Background: an optimization exercise with open tools, aiming at small area. Do not read the settings as production practice. RTL that was checked went through simulation tests only; none was proved equivalent to the original. No functional check of the RTL was part of runs 2 to 4. Power is estimated from default activity; no workload was simulated.

`flow/flow/run.sh`:
```
#!/bin/bash
# The standard layout (standard.sh: the standard synthesis and ORFS flow), with three
# placement/CTS choices changed:
#  - the tie-low cell is not duplicated per load (one conb_1 drives the constant-zero outputs);
#  - every input and output port still gets its own buffer, but a buf_1 rather than the
#    resizer's default pick;
#  - CTS inserts no dummy load cells.
# ORFS writes each step's full log under orfs/logs; make's own output goes to standard.log.
set -euo pipefail
export SKIP_REPAIR_TIE_FANOUT=1
export BUFFER_PORTS_ARGS="-buffer_cell sky130_fd_sc_hd__buf_1"
export CTS_ARGS="-sink_clustering_enable -repair_clock_nets -dont_use_dummy_load"
bash standard.sh > standard.log 2>&1
```
`flow/constraint.sdc`:
```
create_clock -name core_clock -period 10.0 [get_ports {clk}]
set_input_delay 2.0000 -clock core_clock [delete_from_list [all_inputs] [get_ports {clk}]]
set_output_delay 2.0000 -clock core_clock [all_outputs]
set_load 0.01 [all_outputs]
```
`flow/standard.sh`:
```
#!/bin/bash
# synth_recipe.tcl (not shown) runs the flow's synth.tcl, then flattens the netlist and writes it again
# the make line also repeats each setting of config.mk as NAME=value (left out here)
make -C /OpenROAD-flow-scripts/flow DESIGN_CONFIG=/design/flow/config.mk WORK_HOME=/design/flow/orfs CLKGATE_MAP_FILE= SYNTH_SCRIPT=/design/flow/synth_recipe.tcl "${@:-finish}"
```
`flow/design.v`:
```
module Counter #(
		parameter WIDTH = 16
	) (
		input enable,
		input reset,
		input clk,
		output reg[WIDTH-1:0] result
		);
	always @(posedge clk) begin
		if (reset) begin
			result <= {WIDTH{1'b0}};
			end
		else if (enable) begin
			result <= result + 1;
			end
		end
	endmodule
module EdgeDetector(
		input sig,
		input clk,
		output rise,
		output fall
		);
	reg prev;  
	always @(posedge clk) begin
		prev <= sig;
		end
	assign rise = sig > prev;
	assign fall = sig < prev;
	endmodule	
module LighthouseTimer #(
		parameter COUNTER_WIDTH = 32,
		parameter CLOCKS_PER_US = 16
	) (
		input envelope,
		input data,
		input clk,
		input reset,
		output [COUNTER_WIDTH-1:0] sync_A_time,
		output [COUNTER_WIDTH-1:0] sync_B_time,
		output [COUNTER_WIDTH-1:0] sweep_time,
		output reg complete
		);
	localparam DW = 18;
	localparam PW = 16;
	localparam LW = 17;
	localparam TIMEOUT_SYNC_A = 4300*CLOCKS_PER_US;
	localparam TIMEOUT_SYNC_B = 600*CLOCKS_PER_US;
	localparam TIMEOUT_SWEEP = 7000*CLOCKS_PER_US;
	localparam SYNC_PULSE_MIN = 62*CLOCKS_PER_US;
	function [LW-1:0] lfsrStep(input [LW-1:0] s);
		lfsrStep = {s[LW-2:0], ~(s[16] ^ s[13])};
	endfunction
	localparam [LW-1:0] AT_SWEEP = 17'h175f5;
	localparam PULSE_SYNC_A = 2'b01;
	localparam PULSE_SYNC_B = 2'b10;
	localparam PULSE_SWEEP = 2'b11;
	localparam PHASE_WAIT = 2'b00;
	localparam PHASE_TIME_PULSE = 2'b01;
	localparam PHASE_PULSE_COMPLETE = 2'b10;
	localparam PHASE_TIMEOUT = 2'b11;
	reg [1:0] pulse;
	reg [1:0] phase;
	reg prev;
	wire riseDetected = envelope & ~prev;
	wire fallDetected = ~envelope & prev;
	reg [LW-1:0] delay;
	reg delayReset;
	reg pastSweep;
	reg [DW-1:0] track;
	reg [PW-1:0] widthA;
	reg [PW-1:0] widthB;
	reg pulseRun;
	reg pulseOdd;
	wire isA = pulse == PULSE_SYNC_A;
	wire isB = pulse == PULSE_SYNC_B;
	wire isS = pulse == PULSE_SWEEP;
	wire timedOut = isB ? track > TIMEOUT_SYNC_B :
		(isS | complete) ? pastSweep : (pastSweep | track > TIMEOUT_SYNC_A);
	wire trackHold = complete | (isS & (pulseOdd | phase == PHASE_PULSE_COMPLETE));
	wire [DW-1:0] trackNext = track + {{(DW-1){1'b0}}, ~trackHold};
	wire shortA = track < SYNC_PULSE_MIN - 1;
	wire shortB = widthB < SYNC_PULSE_MIN;
	wire restart = reset |
		(phase == PHASE_WAIT & fallDetected & isA) |
		(phase == PHASE_PULSE_COMPLETE & ((isA & shortA) | (isB & shortB))) |
		(phase == PHASE_TIMEOUT & ~isB);
	wire sweepDone = phase == PHASE_PULSE_COMPLETE & isS;
	assign sync_A_time = {{(COUNTER_WIDTH-PW){1'b0}}, widthA};
	assign sync_B_time = {{(COUNTER_WIDTH-PW){1'b0}}, widthB & {PW{~isB}}};
	assign sweep_time = {{(COUNTER_WIDTH-DW){1'b0}}, track & {DW{complete}}};
	always @(posedge clk) begin
		prev <= envelope;
		if (delayReset) begin
			delay <= {LW{1'b0}};
			pastSweep <= 1'b0;
		end else begin
			delay <= lfsrStep(delay);
			if (delay == AT_SWEEP) pastSweep <= 1'b1;
		end
		if ((delayReset & ~complete) | (restart & complete))
			track <= {DW{1'b0}};
		else
			track <= trackNext;
		pulseOdd <= pulseRun & ~pulseOdd;
		if (restart)
			widthB <= {PW{1'b0}};
		else if (isB & phase == PHASE_TIME_PULSE)
			widthB <= widthB + 1'b1;
		if (restart)
			widthA <= {PW{1'b0}};
		else if (phase == PHASE_PULSE_COMPLETE & isA)
			widthA <= trackNext[PW-1:0];
		if (restart)
			complete <= 1'b0;
		else if (sweepDone)
			complete <= 1'b1;
		delayReset <= restart | sweepDone;
		if (reset)
			pulseRun <= 1'b0;
		else if (phase == PHASE_WAIT & fallDetected)
			pulseRun <= 1'b1;
		else if (phase == PHASE_TIME_PULSE & riseDetected)
			pulseRun <= 1'b0;
		else if (restart)
			pulseRun <= 1'b0;
		if (reset)
			phase <= PHASE_WAIT;
		else case (phase)
			PHASE_WAIT:
				if (timedOut)
					phase <= PHASE_TIMEOUT;
				else if (fallDetected)
					phase <= PHASE_TIME_PULSE;
			PHASE_TIME_PULSE:
				if (riseDetected)
					phase <= PHASE_PULSE_COMPLETE;
			default:
				phase <= PHASE_WAIT;
		endcase
		if (restart)
			pulse <= PULSE_SYNC_A;
		else if (phase == PHASE_PULSE_COMPLETE)
			pulse <= isA ? PULSE_SYNC_B : isB ? PULSE_SWEEP : PULSE_SYNC_A;
		else if (phase == PHASE_TIMEOUT)
			pulse <= PULSE_SWEEP;
	end
endmodule
```
`flow/config.mk`:
```
export PLATFORM = sky130hd
export DESIGN_NAME = LighthouseTimer
export DESIGN_NICKNAME = LighthouseTimer
export VERILOG_FILES = /design/flow/design.v
export SDC_FILE = /design/flow/constraint.sdc
export NUM_CORES = 4
export LEC_CHECK = 0
export CAP_MARGIN = 20
export CORE_MARGIN = 2
export CORE_UTILIZATION = 70
export PLACE_DENSITY = 0.8
export SLEW_MARGIN = 20
```
==> results.json, run 1 <==
{
  "drtIter0Drc": 120,
  "ant_nets": 0,
  "seq_power_share_pct": 60.9,
  "synth_enable_flop_cells": 0,
  "area_delta_synth_final_pct": -0.928,
  "cts_root_buffer": "clkbuf_8",
  "routedWlPerCell_um": 13.5,
  "maxCapViolCount": 0,
  "timing.fmax_mhz": 275,
  "ir_drop_v": 0.0000820,
  "yosysTopAreaCell": "dfxtp_1",
  "tritoncts": "done",
  "postCtsResizedCells": 0,
  "grt_usage_pct": 24.0,
  "p_sw_w": 0.000121,
  "clk-insertion-delay-late_ns": 0.35,
  "rsz0062_at_grt": "false",
  "synthArstFlopShare_pct": 0,
  "dr.pass1.iters": 4,
  "power.internal_w": 0.000398,
  "multi_input_area_um2": 1760,
  "p_per_area_nw_per_um2": 139,
  "die_x_um": 77.4,
  "worstPathArrival_ns": 1.63,
  "grt_antenna_before_repair": 0,
  "regToRegEndpoint": "track[10]",
  "grt_pass1_wl_mm": 11.6,
  "setup_tns_ns": 0,
  "pin_count": 101,
  "layout-drive-gt1-share_pct": 5.18,
  "avgViaCountPerCell": 5.50,
  "p_sw_share_pct": 23.4,
  "cts_made_buffers": 9,
  "cts_sinks": 77,
  "combPwrFrac_pct": 5.2,
  "netlist_instances": 429,
  "hold_slack_ns": 0.419,
  "yosysMostFrequentCell": "dfxtp_1",
  "grt_max_degree": 47,
  "antennaDiodeCount": 0,
  "synth_cell_type_count": 52,
  "yosysSeqAreaShare_pct": 40.8,
  "fillerInstances": 415,
  "relSlewSlack_pct": 51.8,
  "wirelength_mm": 6.70,
  "grt_overflow": 0,
  "rows": 26,
  "synth_top_cell_area_share_pct": 40.8,
  "dp_hpwl_mm": 4.74,
  "critPathLaunchType": "flop",
  "yosysWarnings": 1,
  "pwr-share-clk_pct": 33.9,
  "design.core.area_um2": 5170,
  "path_class": "flop to output pin",
  "fin_crit_sh_pct": 36.3,
  "critPathMaxFanout": 22,
  "r2r_cells": 7,
  "tightestPinTransition_ns": 0.723,
  "setup_violations": 0,
  "regToRegStartpoint": "pulse[0]",
  "hold_path_class": "flop to flop",
  "final.setup_skew_ns": 0.0237,
  "yosys-top-cells-count": "77 x dfxtp_1, 69 x nor2_1, 47 x buf_4",
  "postCtsSetupRepairBufs": 0,
  "path_clk_slew_ns": 0.07,
  "p_total_w": 0.000519,
  "cts.path.max_buffers": 2,
  "htreeDepth": 3,
  "r2r_slack_ns": 7.27,
  "synth_flop_cell": "dfxtp_1",
  "route.detailed.drc": 0,
  "slew_violations": 0,
  "gp_congestion": 0.815,
  "cp_data_required_time_ns": 8.00,
  "hold_viol": 0,
  "final_nets": 437,
  "cp-end-kind": "output pin",
  "grt_pass1_vias": 2518,
  "leakagePower_nw": 1.34,
  "ctsHoldBuffers": 0,
  "start_util_pct": 73.0,
  "timing.critical_path.from": "pulse[0]",
  "die_h_um": 77.4,
  "status": "no timing/DRC/antenna violations",
  "avgSynthCellArea_um2": 8.80,
  "ys_ff_latch": 77,
  "syn_area_um2": 3780,
  "regArea_um2": 1540,
  "ys_top_cells_by_area": "dfxtp_1 41%, buf_4 9.3%, nor2_1 6.9%, nor2b_1 5.6%, xor2_1 4.4%",
  "syn_nets": 439,
  "die-area_um2": 6000,
  "port_buffers": 53,
  "crit_path_end": "sync_B_time[10]",
  "vias": 2722,
  "min_period_ns": 3.63
}
## layer usage
metal	vias up	track usage, %	routed length [um]
met5	-	0	0
met3	9	7.91	354
met4	0	6.79	77
met1	1256	30.1	3090
li1	1371	-	-
met2	86	39.5	3170
## flip-flops by register name (all words and copies together) (netlist names)
register,cells
delay,17
track,18
delayReset,1
widthB,16
phase,2
pulseRun,1
pulseOdd,1
pulse,2
complete,1
pastSweep,1
widthA,16
prev,1
## placed cells by master, fill, tap and decap left out, drive strengths merged, types with 3 or more instances in the layout
cell and instances:
dfxtp 77, nor2 69, buf 53, nor2b 34, and2 20, xor2 19
nand2 18, a211oi 16, xnor2 13, nand3 12, nand4 10, clkbuf 9
inv 8, nor3 7, ha 6, nor4 6, o21ai 5, a21oi 4
and4 3, or2 3, nand3b 3, and3 3
## worst max-delay path: stages, from the launching register on
cell and delay [ns]:
dfxtp_1 0.34, inv_1 0.07, ha_1 0.62, nor2b_1 0.11, buf_1 0.16
## worst min-delay path by stage
stage,start,to,cells past startpoint
global route,pulseOdd,pulseOdd,1
global placement,pulseOdd,pulseOdd,1
finish,pulseOdd,pulseOdd,1
CTS,pulseOdd,pulseOdd,1
floorplan,pulseOdd,pulseOdd,1
detailed placement,pulseOdd,pulseOdd,1
## power groups by stage
stage	clock network, W	logic [W]	registers, W
after floorplan	0	0.0000392	0.000320
after global placement	0	0.0000265	0.000323
after detailed placement	0	0.0000273	0.000323
after CTS	0.000180	0.0000272	0.000316
after global routing	0.000191	0.0000306	0.000317
final	0.000176	0.0000271	0.000316
## stage by stage
step / utilization [%] / instance area, um2 / setup slack [ns] / cells
detailed placement: 69.9 / 3620 / 6.45 / 486
global placement: 69.9 / 3620 / 6.50 / 486
global route: 72.3 / 3740 / 6.18 / 495
CTS: 72.3 / 3740 / 6.34 / 495
floorplan: - / 3780 / 6.83 / 429
finish: 72.3 / 3740 / 6.37 / 495
## kinds of logic after synthesis
family	share of synthesized area, %
compound gates	7.55
other cells	0.0993
xor+xnor	7.42
simple gates	29.0
fa+ha+maj	1.99
mux	0.530
flops	40.8
buf+inv	12.6
## area by class of cell
type / count / share of cell area [%]
Tap cell: 70 / 2.34
Multi-Input combinational cell: 278 / 47.0
Clock buffer: 9 / 3.31
Timing Repair Buffer: 53 / 5.32
Inverter: 8 / 0.803
Sequential cell: 77 / 41.2
==> run 2, diff against run 1 <==
--- a/flow/design.v
+++ b/flow/design.v
@@ -44,13 +44,8 @@
 	localparam DW = 18;
 	localparam PW = 16;
-	localparam LW = 17;
 	localparam TIMEOUT_SYNC_A = 4300*CLOCKS_PER_US;
 	localparam TIMEOUT_SYNC_B = 600*CLOCKS_PER_US;
 	localparam TIMEOUT_SWEEP = 7000*CLOCKS_PER_US;
 	localparam SYNC_PULSE_MIN = 62*CLOCKS_PER_US;
-	function [LW-1:0] lfsrStep(input [LW-1:0] s);
-		lfsrStep = {s[LW-2:0], ~(s[16] ^ s[13])};
-	endfunction
-	localparam [LW-1:0] AT_SWEEP = 17'h175f5;
 	localparam PULSE_SYNC_A = 2'b01;
 	localparam PULSE_SYNC_B = 2'b10;
@@ -65,7 +60,6 @@
 	wire riseDetected = envelope & ~prev;
 	wire fallDetected = ~envelope & prev;
-	reg [LW-1:0] delay;
+	reg [DW-1:0] delay;
 	reg delayReset;
-	reg pastSweep;
 	reg [DW-1:0] track;
 	reg [PW-1:0] widthA;
@@ -73,12 +67,11 @@
 	reg pulseRun;
 	reg pulseOdd;
+	wire [DW-1:0] delayNext = delay + 1'b1;
 	wire isA = pulse == PULSE_SYNC_A;
 	wire isB = pulse == PULSE_SYNC_B;
 	wire isS = pulse == PULSE_SWEEP;
-	wire timedOut = isB ? track > TIMEOUT_SYNC_B :
-		(isS | complete) ? pastSweep : (pastSweep | track > TIMEOUT_SYNC_A);
-	wire trackHold = complete | (isS & (pulseOdd | phase == PHASE_PULSE_COMPLETE));
-	wire [DW-1:0] trackNext = track + {{(DW-1){1'b0}}, ~trackHold};
-	wire shortA = track < SYNC_PULSE_MIN - 1;
+	wire timedOut = isB ? (delay > TIMEOUT_SYNC_B) :
+		(isS | complete) ? (delay > TIMEOUT_SWEEP) : (delay > TIMEOUT_SYNC_A);
+	wire shortA = delay < SYNC_PULSE_MIN - 1;
 	wire shortB = widthB < SYNC_PULSE_MIN;
 	wire restart = reset |
@@ -88,28 +81,24 @@
 	wire sweepDone = phase == PHASE_PULSE_COMPLETE & isS;
 	assign sync_A_time = {{(COUNTER_WIDTH-PW){1'b0}}, widthA};
-	assign sync_B_time = {{(COUNTER_WIDTH-PW){1'b0}}, widthB & {PW{~isB}}};
+	assign sync_B_time = {{(COUNTER_WIDTH-PW){1'b0}}, widthB & {PW{isS | complete}}};
 	assign sweep_time = {{(COUNTER_WIDTH-DW){1'b0}}, track & {DW{complete}}};
 	always @(posedge clk) begin
 		prev <= envelope;
-		if (delayReset) begin
-			delay <= {LW{1'b0}};
-			pastSweep <= 1'b0;
-		end else begin
-			delay <= lfsrStep(delay);
-			if (delay == AT_SWEEP) pastSweep <= 1'b1;
+		delay <= delayReset ? {DW{1'b0}} : delayNext;
+		if (delayReset & ~complete)
+			track <= {DW{1'b0}};
+		else if (~(complete | (isS & (pulseOdd | phase == PHASE_PULSE_COMPLETE))))
+			track <= track + 1'b1;
+		pulseOdd <= pulseRun & ~pulseOdd;
+		if (isB) begin
+			if (phase == PHASE_TIME_PULSE)
+				widthB <= widthB + 1'b1;
+			else if (phase != PHASE_PULSE_COMPLETE)
+				widthB <= {PW{1'b0}};
 		end
-		if ((delayReset & ~complete) | (restart & complete))
-			track <= {DW{1'b0}};
-		else
-			track <= trackNext;
-		pulseOdd <= pulseRun & ~pulseOdd;
-		if (restart)
-			widthB <= {PW{1'b0}};
-		else if (isB & phase == PHASE_TIME_PULSE)
-			widthB <= widthB + 1'b1;
 		if (restart)
 			widthA <= {PW{1'b0}};
 		else if (phase == PHASE_PULSE_COMPLETE & isA)
-			widthA <= trackNext[PW-1:0];
+			widthA <= delayNext[PW-1:0];
 		if (restart)
 			complete <= 1'b0;
--- a/flow/config.mk
+++ b/flow/config.mk
@@ -8,5 +8,4 @@
 export CAP_MARGIN = 20
 export CORE_MARGIN = 2
-export CORE_UTILIZATION = 70
-export PLACE_DENSITY = 0.8
+export CORE_UTILIZATION = 40
 export SLEW_MARGIN = 20
==> results.json, run 2 <==
{
  "synth_cell_type_count": 55,
  "die-area_um2": 11500,
  "yosys-top-cells-count": "70 x nor2_1, 61 x dfxtp_1, 47 x buf_4",
  "min_delay_worst_endpoint": "pulseOdd",
  "cts_sinks": 77,
  "dr.pass1.iters": 5,
  "cp_data_required_time_ns": 8.00,
  "wirelength_mm": 8.19,
  "rows": 37,
  "status": "no timing/DRC/antenna violations",
  "layout-drive-gt1-share_pct": 5.49,
  "ant_nets": 0,
  "final_cell_mix": "70 x nor2_1, 61 x dfxtp_1, 53 x buf_1",
  "timing.fmax_mhz": 243,
  "regToRegStartpoint": "delay[0]",
  "hold_slack_ns": 0.463,
  "fin_cells": 610,
  "relSlewSlack_pct": 41.7,
  "worstHoldStart": "pulseRun",
  "yosysSeqAreaShare_pct": 39.9,
  "path_clk_slew_ns": 0.07,
  "seq_power_share_pct": 60.9,
  "ir_drop_v": 0.0000554,
  "grt_pass1_wl_mm": 13.7,
  "cts_made_buffers": 9,
  "route.detailed.drc": 0,
  "r2r_slack_ns": 7.68,
  "routedWlPerCell_um": 13.4,
  "final.setup_skew_ns": 0.0157,
  "grt_overflow": 0,
  "port_buffers": 53,
  "reg_top3": "delay (18), track (18)",
  "critPathLaunchType": "flop",
  "tightestPinTransition_ns": 0.872,
  "r2r_cells": 5,
  "netlist_instances": 479,
  "setup_violations": 0,
  "design.core.area_um2": 10300,
  "synth_enable_flop_cells": 16,
  "area_delta_synth_final_pct": 1.32,
  "htreeDepth": 3,
  "synth_flop_cell": "dfxtp_1",
  "final_nets": 487,
  "p_per_area_nw_per_um2": 124,
  "rsz0062_at_grt": "false",
  "grt_pass1_vias": 2829,
  "grt_usage_pct": 14.9,
  "yosysWarnings": 1,
  "min_period_ns": 4.12,
  "fin_crit_sh_pct": 41.2,
  "ys_ff_latch": 77,
  "post-place-cells": 601,
  "grt_max_degree": 47,
  "path_class": "flop to output pin",
  "drtIter0Drc": 271,
  "setup_tns_ns": 0,
  "p_sw_w": 0.000128,
  "pwr-share-clk_pct": 33.5,
  "syn_nets": 490,
  "start_util_pct": 41.3,
  "finish.instance_area_um2": 4320,
  "avgViaCountPerCell": 5.13,
  "worstPathArrival_ns": 2.12,
  "dp_hpwl_mm": 5.72,
  "clk-insertion-delay-late_ns": 0.34,
  "dpl_cell_area_um2": 4200,
  "ctsHoldBuffers": 0,
  "yosysMostFrequentCell": "nor2_1",
  "hold_path_class": "flop to flop",
  "final_common_cell": "nor2_1",
  "synth_top_cell_area_share_pct": 28.6,
  "cp-end-kind": "output pin",
  "p_sw_share_pct": 23.8,
  "cts.path.max_buffers": 2,
  "gp_congestion": 0.885,
  "ys_top_cells_by_area": "dfxtp_1 29%, edfxtp_1 11%, buf_4 8.3%, nor2_1 6.2%, xor2_1 4.9%",
  "postCtsResizedCells": 0,
  "critPathMaxFanout": 33,
  "yosysTopAreaCell": "dfxtp_1",
  "pin_count": 101,
  "hold_viol": 0,
  "regToRegEndpoint": "pulseRun",
  "postCtsSetupRepairBufs": 0,
  "grt_antenna_before_repair": 0,
  "syn_area_um2": 4270,
  "power.internal_w": 0.000409,
  "cts_root_buffer": "clkbuf_8",
  "maxCapViolCount": 0,
  "avgSynthCellArea_um2": 8.91,
  "die_h_um": 107,
  "holdPathStages": 1,
  "vias": 3131,
  "slew_violations": 0,
  "leakagePower_nw": 1.42,
  "synthArstFlopShare_pct": 0,
  "die_x_um": 107,
  "combPwrFrac_pct": 5.6,
  "antennaDiodeCount": 0,
  "tritoncts": "done"
}
[run 2: cell families after synthesis]
| family | after synthesis | share of synthesized area [%] |
|---|---|---|
| compound gates | 60 | 10.1 |
| simple gates | 213 | 27.7 |
| flops | 77 | 39.9 |
| xor+xnor | 38 | 7.80 |
| buf+inv | 80 | 11.7 |
| mux | 2 | 0.469 |
| fa+ha+maj | 8 | 2.29 |
| other cells | 1 | 0.0879 |
[run 2: power by group through the flow]
stage | clock network, W | registers (W) | logic (W)
2_1_floorplan | 0 | 0.000330 | 0.0000408
3_3_place_gp | 0 | 0.000334 | 0.0000294
3_5_place_dp | 0 | 0.000334 | 0.0000302
4_1_cts | 0.000190 | 0.000327 | 0.0000302
5_1_grt | 0.000203 | 0.000328 | 0.0000338
6_report | 0.000180 | 0.000327 | 0.0000299
[run 2: worst max-delay path by stage]
| stage | start | endpoint | slack, ns | cells after the start |
|---|---|---|---|---|
| after floorplan | pulse[0] | sync_B_time[10] | 6.67 | 4 |
| after global placement | complete | sync_B_time[13] | 6.16 | 3 |
| after detailed placement | complete | sync_B_time[14] | 6.21 | 4 |
| after CTS | complete | sync_B_time[14] | 5.82 | 4 |
| after global routing | complete | sync_B_time[7] | 5.62 | 4 |
| final | complete | sync_B_time[5] | 5.88 | 4 |
[run 2: layer usage]
metal | up-vias | track usage (%) | wire (um)
met1 | 1466 | 20.6 | 4050
met5 | - | 0 | 0
met2 | 63 | 22.5 | 3680
met4 | 0 | 5.94 | 108
met3 | 9 | 3.63 | 353
li1 | 1593 | - | -
[run 2: cell type report]
class / instances / area (um2)
Fill cell: 1061 / 6000
Multi-Input combinational cell: 322 / 2070
Sequential cell: 77 / 1700
Timing Repair Buffer: 56 / 221
Tap cell: 136 / 170
Clock buffer: 9 / 124
Inverter: 10 / 37.5
[run 2: worst max-delay path: stages (launching register included)]
cell and delay, ns:
dfxtp_1 0.83, nor2_1 0.37, buf_4 0.28, nor2_1 0.13, buf_1 0.17
[run 2: per-stage QoR]
stage / total power, W / utilization (%) / setup WS, ns
final: 0.000537 / 41.9 / 5.88
after global routing: 0.000565 / 41.9 / 5.62
after global placement: 0.000364 / 40.6 / 6.16
after detailed placement: 0.000364 / 40.7 / 6.21
after floorplan: 0.000371 / - / 6.67
after CTS: 0.000548 / 41.9 / 5.82
==> run 3, diff against run 2 <==
--- a/flow/flow/run.sh
+++ b/flow/flow/run.sh
@@ -10,4 +10,4 @@
 export SKIP_REPAIR_TIE_FANOUT=1
 export BUFFER_PORTS_ARGS="-buffer_cell sky130_fd_sc_hd__buf_1"
-export CTS_ARGS="-sink_clustering_enable -repair_clock_nets -dont_use_dummy_load"
+export CTS_ARGS="-sink_clustering_enable -repair_clock_nets -dont_use_dummy_load -buf_list sky130_fd_sc_hd__clkbuf_4 -sink_clustering_size 30 -sink_clustering_max_diameter 100"
 bash standard.sh > standard.log 2>&1
--- a/flow/config.mk
+++ b/flow/config.mk
@@ -8,4 +8,5 @@
 export CAP_MARGIN = 20
 export CORE_MARGIN = 2
-export CORE_UTILIZATION = 40
+export CORE_UTILIZATION = 70
+export PLACE_DENSITY = 0.8
 export SLEW_MARGIN = 20
==> results.json, run 3 <==
{
  "final_common_cell": "nor2_1",
  "die-area_um2": 6740,
  "yosysTopAreaCell": "dfxtp_1",
  "ys_top_cells_by_area": "dfxtp_1 29%, edfxtp_1 11%, buf_4 8.3%, nor2_1 6.2%, xor2_1 4.9%",
  "grt_overflow": 0,
  "pin_count": 101,
  "path_class": "flop to output pin",
  "grt_pass1_wl_mm": 12.6,
  "synth_flop_cell": "dfxtp_1",
  "port_buffers": 53,
  "cts_root_buffer": "clkbuf_4",
  "hold_slack_ns": 0.486,
  "synthArstFlopShare_pct": 0,
  "htreeDepth": 3,
  "tritoncts": "done",
  "critPathLaunchType": "flop",
  "postCtsSetupRepairBufs": 0,
  "yosysMostFrequentCell": "nor2_1",
  "dpl_cell_area_um2": 4110,
  "ir_drop_v": 0.0000865,
  "yosysSeqAreaShare_pct": 39.9,
  "slowest_delay_ns": 0.90,
  "p_per_area_nw_per_um2": 117,
  "grt_max_degree": 47,
  "hold_viol": 0,
  "timing.fmax_mhz": 248,
  "final_cell_mix": "69 x nor2_1, 61 x dfxtp_1, 53 x buf_1",
  "setup_violations": 0,
  "grt_usage_pct": 24.0,
  "route.detailed.drc": 0,
  "cp_data_required_time_ns": 8.00,
  "routedWlPerCell_um": 14.0,
  "fin_crit_sh_pct": 40.4,
  "min_delay_worst_endpoint": "track[17]",
  "grt_pass1_vias": 2802,
  "wirelength_mm": 7.66,
  "cts_sinks": 77,
  "regToRegEndpoint": "phase[0]",
  "syn_area_um2": 4270,
  "holdPathStages": 2,
  "timing.critical_path.from": "complete",
  "reg_top3": "delay (18), track (18)",
  "clk-insertion-delay-late_ns": 0.42,
  "die_x_um": 82.1,
  "r2r_cells": 5,
  "rsz0062_at_grt": "false",
  "ant_nets": 0,
  "final.setup_skew_ns": 0.0349,
  "relSlewSlack_pct": 28.0,
  "yosysWarnings": 1,
  "hold_path_class": "flop to flop",
  "critPathMaxFanout": 33,
  "slew_violations": 0,
  "synth_top_cell_area_share_pct": 28.6,
  "cp-end-kind": "output pin",
  "synth_enable_flop_cells": 16,
  "synth_cell_type_count": 55,
  "cpMaxStageDelayCell": "dfxtp_1",
  "tightestPinTransition_ns": 1.08,
  "cp_cell_sequence": "nor2_2 -> nor2b_1 -> buf_1",
  "r2r_slack_ns": 7.72,
  "netlist_instances": 479,
  "fillerInstances": 486,
  "setup_tns_ns": 0,
  "ctsHoldBuffers": 0,
  "path_clk_slew_ns": 0.10,
  "min_period_ns": 4.04,
  "cts.path.max_buffers": 2,
  "syn_nets": 490,
  "worstHoldStart": "track[17]",
  "die_h_um": 82.1,
  "area_delta_synth_final_pct": -2.05,
  "final_nets": 485,
  "regToRegStartpoint": "complete",
  "layout-drive-gt1-share_pct": 5.30,
  "ys_ff_latch": 77,
  "avgSynthCellArea_um2": 8.91,
  "leakagePower_nw": 1.39,
  "dr.pass1.iters": 5,
  "design.core.area_um2": 5920,
  "vias": 3186,
  "avgViaCountPerCell": 5.82,
  "status": "no timing/DRC/antenna violations",
  "grt_antenna_before_repair": 0,
  "worstPathArrival_ns": 2.04,
  "rows": 28,
  "drtIter0Drc": 157,
  "dp_hpwl_mm": 5.40,
  "cts_made_buffers": 9,
  "yosys-top-cells-count": "70 x nor2_1, 61 x dfxtp_1, 47 x buf_4",
  "antennaDiodeCount": 0,
  "start_util_pct": 72.1,
  "finish.instance_area_um2": 4180,
  "postCtsResizedCells": 0,
  "gp_congestion": 0.842,
  "maxCapViolCount": 0
}
==> run 3: worst max-delay path by stage <==
stage	to	depth (start not counted)	slack, ns
global route	sync_B_time[9]	3	5.73
finish	sync_B_time[9]	3	5.96
detailed placement	sync_B_time[9]	3	6.09
floorplan	sync_B_time[10]	4	6.67
CTS	sync_B_time[9]	3	5.65
global placement	sync_B_time[13]	3	6.20
==> run 3: area by class of cell <==
cell class	count	area, um2	share of cell area [%]
multi-input combinational	322	2070	49.6
sequential	77	1700	40.7
timing repair buffer	54	206	4.94
tap	75	93.8	2.25
clock buffer	9	67.6	1.62
inverter	10	37.5	0.898
==> run 3: worst max-delay path: cells and delay by family (launching register included) <==
kind | cells | cell delay (ns)
buffers and inverters | 1 | 0.17
flip-flops | 1 | 0.90
AND/OR/NAND/NOR | 2 | 0.56
==> run 3: kinds of logic after synthesis <==
group | Yosys count | synth area share (%)
and+or+nand+nor | 213 | 27.7
buffers and inverters | 80 | 11.7
DFF | 77 | 39.9
AOI/OAI and AO/OA | 60 | 10.1
xor gates and xnor gates | 38 | 7.80
adders and majority gates | 8 | 2.29
muxes | 2 | 0.469
other | 1 | 0.0879
==> run 3: power by group <==
group          internal, W   total, W  switching (W)
logic           0.00000814  0.0000293      0.0000211
registers         0.000320   0.000327     0.00000672
clock network    0.0000419   0.000132      0.0000904
total             0.000370   0.000489       0.000118
==> run 3: metrics by stage <==
step | utilization [%] | std cells | worst slack [ns] | power, W
4_1_cts | 70.5 | 547 | 5.65 | 0.000492
5_1_grt | 70.6 | 547 | 5.73 | 0.000510
3_5_place_dp | 69.4 | 538 | 6.09 | 0.000364
6_report | 70.6 | 547 | 5.96 | 0.000489
3_3_place_gp | 69.4 | 538 | 6.20 | 0.000362
2_1_floorplan | - | 479 | 6.67 | 0.000371
==> run 3: per-layer routing <==
metal	up-vias	wire (um)	GRT usage [%]
li1	1599	-	-
met1	1473	3470	31.3
met2	100	3640	38.9
met3	14	415	4.29
met4	0	133	10.7
met5	-	0	0
==> run 4, diff against run 3 <==
==> flow/flow/run.sh (replaced) <==
#!/bin/bash
set -euo pipefail
export SKIP_REPAIR_TIE_FANOUT=1
bash standard.sh > standard.log 2>&1
--- a/flow/config.mk
+++ b/flow/config.mk
@@ -8,5 +8,4 @@
 export CAP_MARGIN = 20
 export CORE_MARGIN = 2
-export CORE_UTILIZATION = 70
-export PLACE_DENSITY = 0.8
+export CORE_UTILIZATION = 40
 export SLEW_MARGIN = 20
==> results.json, run 4 <==
{
  "status": "no timing/DRC/antenna violations",
  "relSlewSlack_pct": 41.7,
  "setup_violations": 0,
  "yosysMostFrequentCell": "nor2_1",
  "yosysTopAreaCell": "dfxtp_1",
  "fin_cells": 615,
  "hold_path_class": "flop to flop",
  "netlist_instances": 479,
  "wirelength_mm": 8.25,
  "avgSynthCellArea_um2": 8.91,
  "reg_top3": "delay (18), track (18)",
  "ctsHoldBuffers": 0,
  "syn_nets": 490,
  "ant_nets": 0,
  "die-area_um2": 11500,
  "holdPathStages": 1,
  "final.setup_skew_ns": 0.00803,
  "tightestPinTransition_ns": 0.873,
  "rows": 37,
  "cts_sinks": 77,
  "layout-drive-gt1-share_pct": 6.68,
  "cts_root_buffer": "clkbuf_8",
  "leakagePower_nw": 1.57,
  "cp_cell_sequence": "nor2_2 -> nor2b_1 -> clkdlybuf4s50_1",
  "cpMaxStageDelayCell": "dfxtp_1",
  "fillerInstances": 999,
  "combPwrFrac_pct": 5.3,
  "ys_ff_latch": 77,
  "die_x_um": 107,
  "timing.critical_path.from": "complete",
  "dpl_cell_area_um2": 4520,
  "cp-end-kind": "output pin",
  "timing.fmax_mhz": 231,
  "pin_count": 101,
  "cts.path.max_buffers": 2,
  "grt_pass1_vias": 2863,
  "grt_antenna_before_repair": 0,
  "yosysWarnings": 1,
  "ys_top_cells_by_area": "dfxtp_1 29%, edfxtp_1 11%, buf_4 8.3%, nor2_1 6.2%, xor2_1 4.9%",
  "port_buffers": 53,
  "setup_tns_ns": 0,
  "synth_flop_cell": "dfxtp_1",
  "seq_power_share_pct": 54.9,
  "path_clk_slew_ns": 0.07,
  "finish.instance_area_um2": 4730,
  "final_common_cell": "nor2_1",
  "worstPathArrival_ns": 2.33,
  "synth_cell_type_count": 55,
  "vias": 3153,
  "p_sw_share_pct": 23.4,
  "design.core.area_um2": 10300,
  "yosys-top-cells-count": "70 x nor2_1, 61 x dfxtp_1, 47 x buf_4",
  "synth_top_cell_area_share_pct": 28.6,
  "hold_viol": 0,
  "critPathLaunchType": "flop",
  "r2r_cells": 5,
  "p_total_w": 0.000595,
  "worstHoldStart": "pulseRun",
  "antennaDiodeCount": 0,
  "yosysSeqAreaShare_pct": 39.9,
  "ir_drop_v": 0.0000664,
  "min_period_ns": 4.33,
  "p_sw_w": 0.000139,
  "power.internal_w": 0.000456,
  "drtIter0Drc": 154,
  "critPathMaxFanout": 33,
  "final_nets": 485,
  "start_util_pct": 41.3,
  "synth_enable_flop_cells": 16,
  "grt_usage_pct": 15.1,
  "die_h_um": 107,
  "postCtsSetupRepairBufs": 0,
  "grt_max_degree": 47,
  "route.detailed.drc": 0,
  "slowest_delay_ns": 0.88,
  "maxCapViolCount": 0,
  "regToRegStartpoint": "delay[0]",
  "syn_area_um2": 4270,
  "synthArstFlopShare_pct": 0,
  "post-place-cells": 599,
  "routedWlPerCell_um": 13.4,
  "final_cell_mix": "69 x nor2_1, 61 x dfxtp_1, 53 x clkdlybuf4s50_1",
  "tritoncts": "done",
  "postCtsResizedCells": 0,
  "pwr-share-clk_pct": 39.8,
  "grt_overflow": 0,
  "fin_crit_sh_pct": 43.3,
  "p_per_area_nw_per_um2": 126,
  "area_delta_synth_final_pct": 10.8,
  "avgViaCountPerCell": 5.13,
  "gp_congestion": 0.881,
  "cts_made_buffers": 9,
  "grt_pass1_wl_mm": 14.0,
  "slew_violations": 0,
  "dp_hpwl_mm": 5.75,
  "clk-insertion-delay-late_ns": 0.35,
  "cp_data_required_time_ns": 8.00,
  "htreeDepth": 3,
  "dr.pass1.iters": 4,
  "rsz0062_at_grt": "false",
  "path_class": "flop to output pin"
}
run 4: path summary, 6_finish.rpt:
check | end | slack [ns]
worst max-delay path | sync_B_time[9] | 5.67
worst min-delay path | pulseOdd | 0.47
worst max register to register | pulseRun | 7.67
worst min register to register | pulseOdd | 0.47
run 4: logic make-up (layout without fill, tap and decap cells):
kind of cell	count (synthesis)	in the layout	synth area share, %
adder cells (fa/ha/maj)	8	8	2.29
multiplexers	2	2	0.469
buffers and inverters	80	80	11.7
AND/OR/NAND/NOR	213	213	27.7
AO/OA/AOI/OAI	60	60	10.1
other	1	1	0.0879
flip-flops	77	77	39.9
XOR/XNOR	38	38	7.80
run 4: per-stage QoR:
stage / utilization (%) / hold WS (ns) / setup slack, ns
CTS: 45.8 / 0.473 / 5.56
finish: 45.8 / 0.469 / 5.67
floorplan: - / 0.432 / 6.67
global placement: 43.7 / 0.459 / 5.78
detailed placement: 43.8 / 0.459 / 5.98
global route: 45.8 / 0.500 / 5.38
run 4: power by group through the flow:
stage	Clock [W]	Sequential, W	Combinational (W)
detailed placement	0	0.000334	0.0000317
CTS	0.000248	0.000327	0.0000318
finish	0.000237	0.000327	0.0000313
floorplan	0	0.000330	0.0000408
global route	0.000262	0.000328	0.0000353
global placement	0	0.000334	0.0000310
run 4: routing by layer:
metal | part of all wire (%) | routed length (um) | global-route usage [%] | vias to the layer above
li1 | - | - | - | 1598
met1 | 48 | 3990 | 20.3 | 1477
met2 | 45 | 3700 | 22.8 | 65
met3 | 5.0 | 416 | 3.69 | 13
met4 | 1.7 | 143 | 6.49 | 0
met5 | 0 | 0 | 0 | -
run 4: critical path, delay by kind of cell, from the launching register on:
kind | cells | cell delay [ns]
buffers and inverters | 1 | 0.55
DFF | 1 | 0.88
and+or+nand+nor | 2 | 0.54
run 4: final cells by class:
class | instances | area, um2 | area share, %
Clock buffer | 14 | 194 | 4.10
Clock inverter | 2 | 12.5 | 0.265
Inverter | 10 | 37.5 | 0.794
Multi-Input combinational cell | 322 | 2070 | 43.9
Sequential cell | 77 | 1700 | 36.0
Tap cell | 136 | 170 | 3.60
Timing Repair Buffer | 54 | 538 | 11.4

re-timing with driven ports:
No port has a modelled driver above. Below, the same layouts with a new extraction and two added sets of constraints. Step 1 assumes that a clkbuf_16 drives the clock port and a buf_2 every other input. Step 2 times the ports against the registers' clock, not the clock port: input delays grow and output delays shrink by t, the midpoint of the rising clock arrivals with the driver on. a / b / c = ideal ports / drivers / drivers and shift; a / b = the first two.
run	t, ns	setup WS [ns]	slew at the worst register clock pin (ns)	pins driven straight from the clock port
run 1	0.368	6.370 / 6.343 / 6.475	0.09 / 0.09	1
run 2	0.370	5.882 / 5.847 / 6.217	0.08 / 0.08	1
run 3	0.424	5.963 / 5.937 / 6.361	0.12 / 0.12	1
run 4	0.377	5.669 / 5.637 / 6.014	0.08 / 0.08	1
After both steps setup and hold are still met in every run listed.
